This is an optimization exercise on Yosys and OpenROAD, whose aim is small area, a short achievable clock period and few clock cycles, not a production implementation. In this exercise RTL edits were held to simulation tests only and were not proved equivalent to the original. Power is estimated from default activity; no workload was simulated.

==> flow/design.v <==
`timescale 1ns / 1ps
module top_module(ans,sign,overflow,car,done,a,b,con,start,clk,rst);
    input [7:0] a;
    input [7:0] b;
    input [2:0] con;
    input start;
    input clk;
    input rst;
    output reg sign,car,overflow,done;
    output [15:0] ans;
    reg [15:0] R;       
    reg [8:0]  X;       
    reg [2:0]  cnt;     
    reg        c_one, c_two, c_neg;    
    reg        sa;      
    reg        mbusy, dbusy;
    assign ans = R;
    wire idle = ~mbusy & ~dbusy;
    wire is_add = (con == 3'b000);
    wire is_sub = (con == 3'b001);
    wire is_mul = (con == 3'b010);
    wire is_div = (con == 3'b011);
    wire is_and = (con == 3'b100);
    wire is_or  = (con == 3'b101);
    wire is_not = (con == 3'b110);
    wire is_xor = (con == 3'b111);
    wire arith  = is_add | is_sub;
    wire [7:0]  bx  = b ^ {8{is_sub}};
    wire [9:0]  ain = is_mul ? {{2{a[7]}}, a} : {2'b00, a};
    wire [9:0]  bin = is_mul ? {a[7], a, 1'b0} : {2'b00, bx};
    wire [9:0]  sum = ain + bin + {9'd0, is_sub};
    wire        ov  = (a[7] == bx[7]) && (sum[7] != a[7]);
    function [7:0] mthermo;
        input [7:0] x;
        integer k;
        begin
            for (k = 0; k < 8; k = k + 1)
                mthermo[k] = x[7] ? ~((&((x >> k) | (8'hff << (8 - k)))) & (|(x << (8 - k))))
                                  : |(x >> k);
        end
    endfunction
    wire [7:0] ta = mthermo(a);
    wire [7:0] tb = mthermo(b);
    wire [7:0] u  = ta & ~tb;
    wire       qzero = |(tb & ~ta);
    wire       bzero = (b == 8'd0);
    wire [7:1] ge;
    genvar g;
    generate
        for (g = 1; g < 8; g = g + 1) begin : run
            assign ge[g] = |(u & (u >> (g - 1)));
        end
    endgenerate
    wire [2:0] sh;
    assign sh[2] = ge[4];
    assign sh[1] = (ge[2] & ~ge[4]) | ge[6];
    assign sh[0] = (ge[1] & ~ge[2]) | (ge[3] & ~ge[4]) | (ge[5] & ~ge[6]) | ge[7];
    wire [8:0] d1  = sh[2] ? {b[4:0], 4'd0} : {b[7], b};
    wire [8:0] d2  = sh[1] ? {d1[6:0], 2'd0} : d1;
    wire [8:0] dal = sh[0] ? {d2[7:0], 1'b0} : d2;
    wire [7:0] dz_lo = a[7] ? ((a == 8'h80) ? 8'h02 : 8'h01) : 8'hff;
    wire [9:0] a1  = {{2{a[7]}}, a};
    wire [9:0] a2  = {a[7], a, 1'b0};
    wire [9:0] m0  = b[1] ? (b[0] ? sum : a2) : (b[0] ? a1 : 10'd0);
    wire [7:0] cap_lo = ({8{arith}}  & sum[7:0])
                      | ({8{is_and}} & (a & b))
                      | ({8{is_or}}  & (a | b))
                      | ({8{is_not}} & ~b)
                      | ({8{is_xor}} & (a ^ b))
                      | ({8{is_mul}} & {m0[1:0], b[7:2]})
                      | ({8{is_div & bzero}} & dz_lo);
    wire [7:0] cap_hi = ({8{is_div}} & a) | ({8{is_mul}} & m0[9:2]);
    wire       cap_sign = is_div ? (bzero & ~a[7]) : cap_lo[7];
    wire [9:0] mv   = ({10{c_one}} & {X[8], X}) | ({10{c_two}} & {X, 1'b0});
    wire [9:0] p    = {{2{R[15]}}, R[15:8]};
    wire [9:0] q    = mv ^ {10{c_neg}};
    wire [9:0] y    = p + q + {9'd0, c_neg};
    wire       yz   = c_neg ? (p == mv) : ((p ^ mv) == {p[8:0] | mv[8:0], 1'b0});
    wire       qb   = sa ? (y[9] | yz) : ~y[9];
    reg  [7:0] qm1;
    reg        nz;
    integer    i;
    always @* begin
        nz = 1'b0;
        for (i = 0; i < 8; i = i + 1) begin
            qm1[i] = R[i] ^ ~nz;
            nz = nz | R[i];
        end
    end
    wire [7:0] qn   = qb ? {(c_neg ? R[6:0] : qm1[6:0]), 1'b1} : {R[6:0], 1'b0};
    wire [7:0] rn   = qb ? y[7:0] : R[15:8];
    wire [15:0] mulv = {y, R[7:2]};
    wire [15:0] divv = {rn, qn};
    wire        last = (cnt == 3'd0);
    always @(posedge clk) begin
        R <= ({16{mbusy}} & mulv) | ({16{dbusy}} & divv) | ({16{idle}} & {cap_hi, cap_lo});
        sign <= (mbusy & y[9]) | (dbusy & qn[7]) | (idle & cap_sign);
        car <= idle & arith & sum[8];
        overflow <= idle & arith & ov;
        cnt <= idle ? (is_mul ? 3'd2 : sh[2:0]) : cnt - 3'd1;
        if (mbusy) begin
            c_one <= R[2] ^ R[1];
            c_two <= (R[3] & ~R[2] & ~R[1]) | (~R[3] & R[2] & R[1]);
            c_neg <= R[3];
        end else if (idle) begin
            c_one <= ~is_mul | b[2];
            c_two <= is_mul & b[3] & ~b[2];
            c_neg <= is_mul ? b[3] : (a[7] == b[7]);
        end
        if (idle) begin
            X <= is_mul ? {a[7], a} : dal;
            sa <= a[7];
        end else if (dbusy) begin
            X <= {X[8], X[8:1]};
        end
        done <= ~rst & ((idle & start & ~is_mul & ~(is_div & ~bzero & ~qzero))
                        | (~idle & last));
        if (rst) begin
            mbusy <= 1'b0;
            dbusy <= 1'b0;
        end else if (idle) begin
            mbusy <= start & is_mul;
            dbusy <= start & is_div & ~bzero & ~qzero;
        end else if (last) begin
            mbusy <= 1'b0;
            dbusy <= 1'b0;
        end
    end
endmodule
==> flow/config.mk <==
export PLATFORM = sky130hd
export DESIGN_NAME = top_module
export DESIGN_NICKNAME = top_module
export VERILOG_FILES = /design/flow/design.v
export SDC_FILE = /design/flow/constraint.sdc
export NUM_CORES = 4
export LEC_CHECK = 0
export CAP_MARGIN = 20
export CORE_MARGIN = 2
export CORE_UTILIZATION = 50
export PLACE_DENSITY = 0.65
export SLEW_MARGIN = 20
==> flow/constraint.sdc <==
create_clock -name core_clock -period 5.0 [get_ports {clk}]
set_input_delay 1.0000 -clock core_clock [delete_from_list [all_inputs] [get_ports {clk}]]
set_output_delay 1.0000 -clock core_clock [all_outputs]
set_load 0.01 [all_outputs]
standard.sh (not shown) runs the stock make flow with config.mk's settings and CLKGATE_MAP_FILE= SYNTH_SCRIPT=/design/flow/synth_recipe.tcl, a recipe that flattens the netlist after the stock synthesis.
==> flow/flow/run.sh <==
#!/bin/bash
# Standard layout, with fast input/output buffers and sizing not tied to the cell footprint.
set -euo pipefail
bash standard.sh MATCH_CELL_FOOTPRINT=0 "BUFFER_PORTS_ARGS=-buffer_cell sky130_fd_sc_hd__buf_2" finish > standard_flow.log 2>&1
Testbench counts at the start, summed over its fixed seeds: cycles 4,866.
Change:
Settings changed: ABC_CLOCK_PERIOD_IN_PS from default to 3000, SETUP_SLACK_MARGIN from default to 1.5.
=> The new run completed without violations. Worst hold slack loses 0.0081 ns. Via count went up by 8.9%. Sequential cell count is unchanged. Power went up by 7.1%. Global-route usage rises by 1.2 points.

[afterwards: timing with drivers on the ports]
The flow's constraints put no driver on any port. The routed layouts listed below were extracted and timed again, unchanged, in two steps.
Step 1: set_driving_cell puts a clkbuf_16 on clk and a buf_2 on each other input, an assumption about the parent block.
Step 2 moves the port delays by t, midway between the first and last clock arrival at a register: inputs arrive t later, outputs are due t later. That takes back most of the time a late clock gives input paths.
Three values: ideal, step 1, step 2; two values: the first two.
run | shift t [ns] | slack for setup (ns) | worst setup path after step 2
the first run | 0.322 | 0.709 / 0.721 / 0.399 | input to register
the second run | 0.319 | 1.469 / 1.448 / 1.129 | input to register
After both steps every run listed still meets setup and hold. For the second run, which loses most, drivers alone change the setup slack by -0.021 ns; drivers and shift together by -0.340 ns.
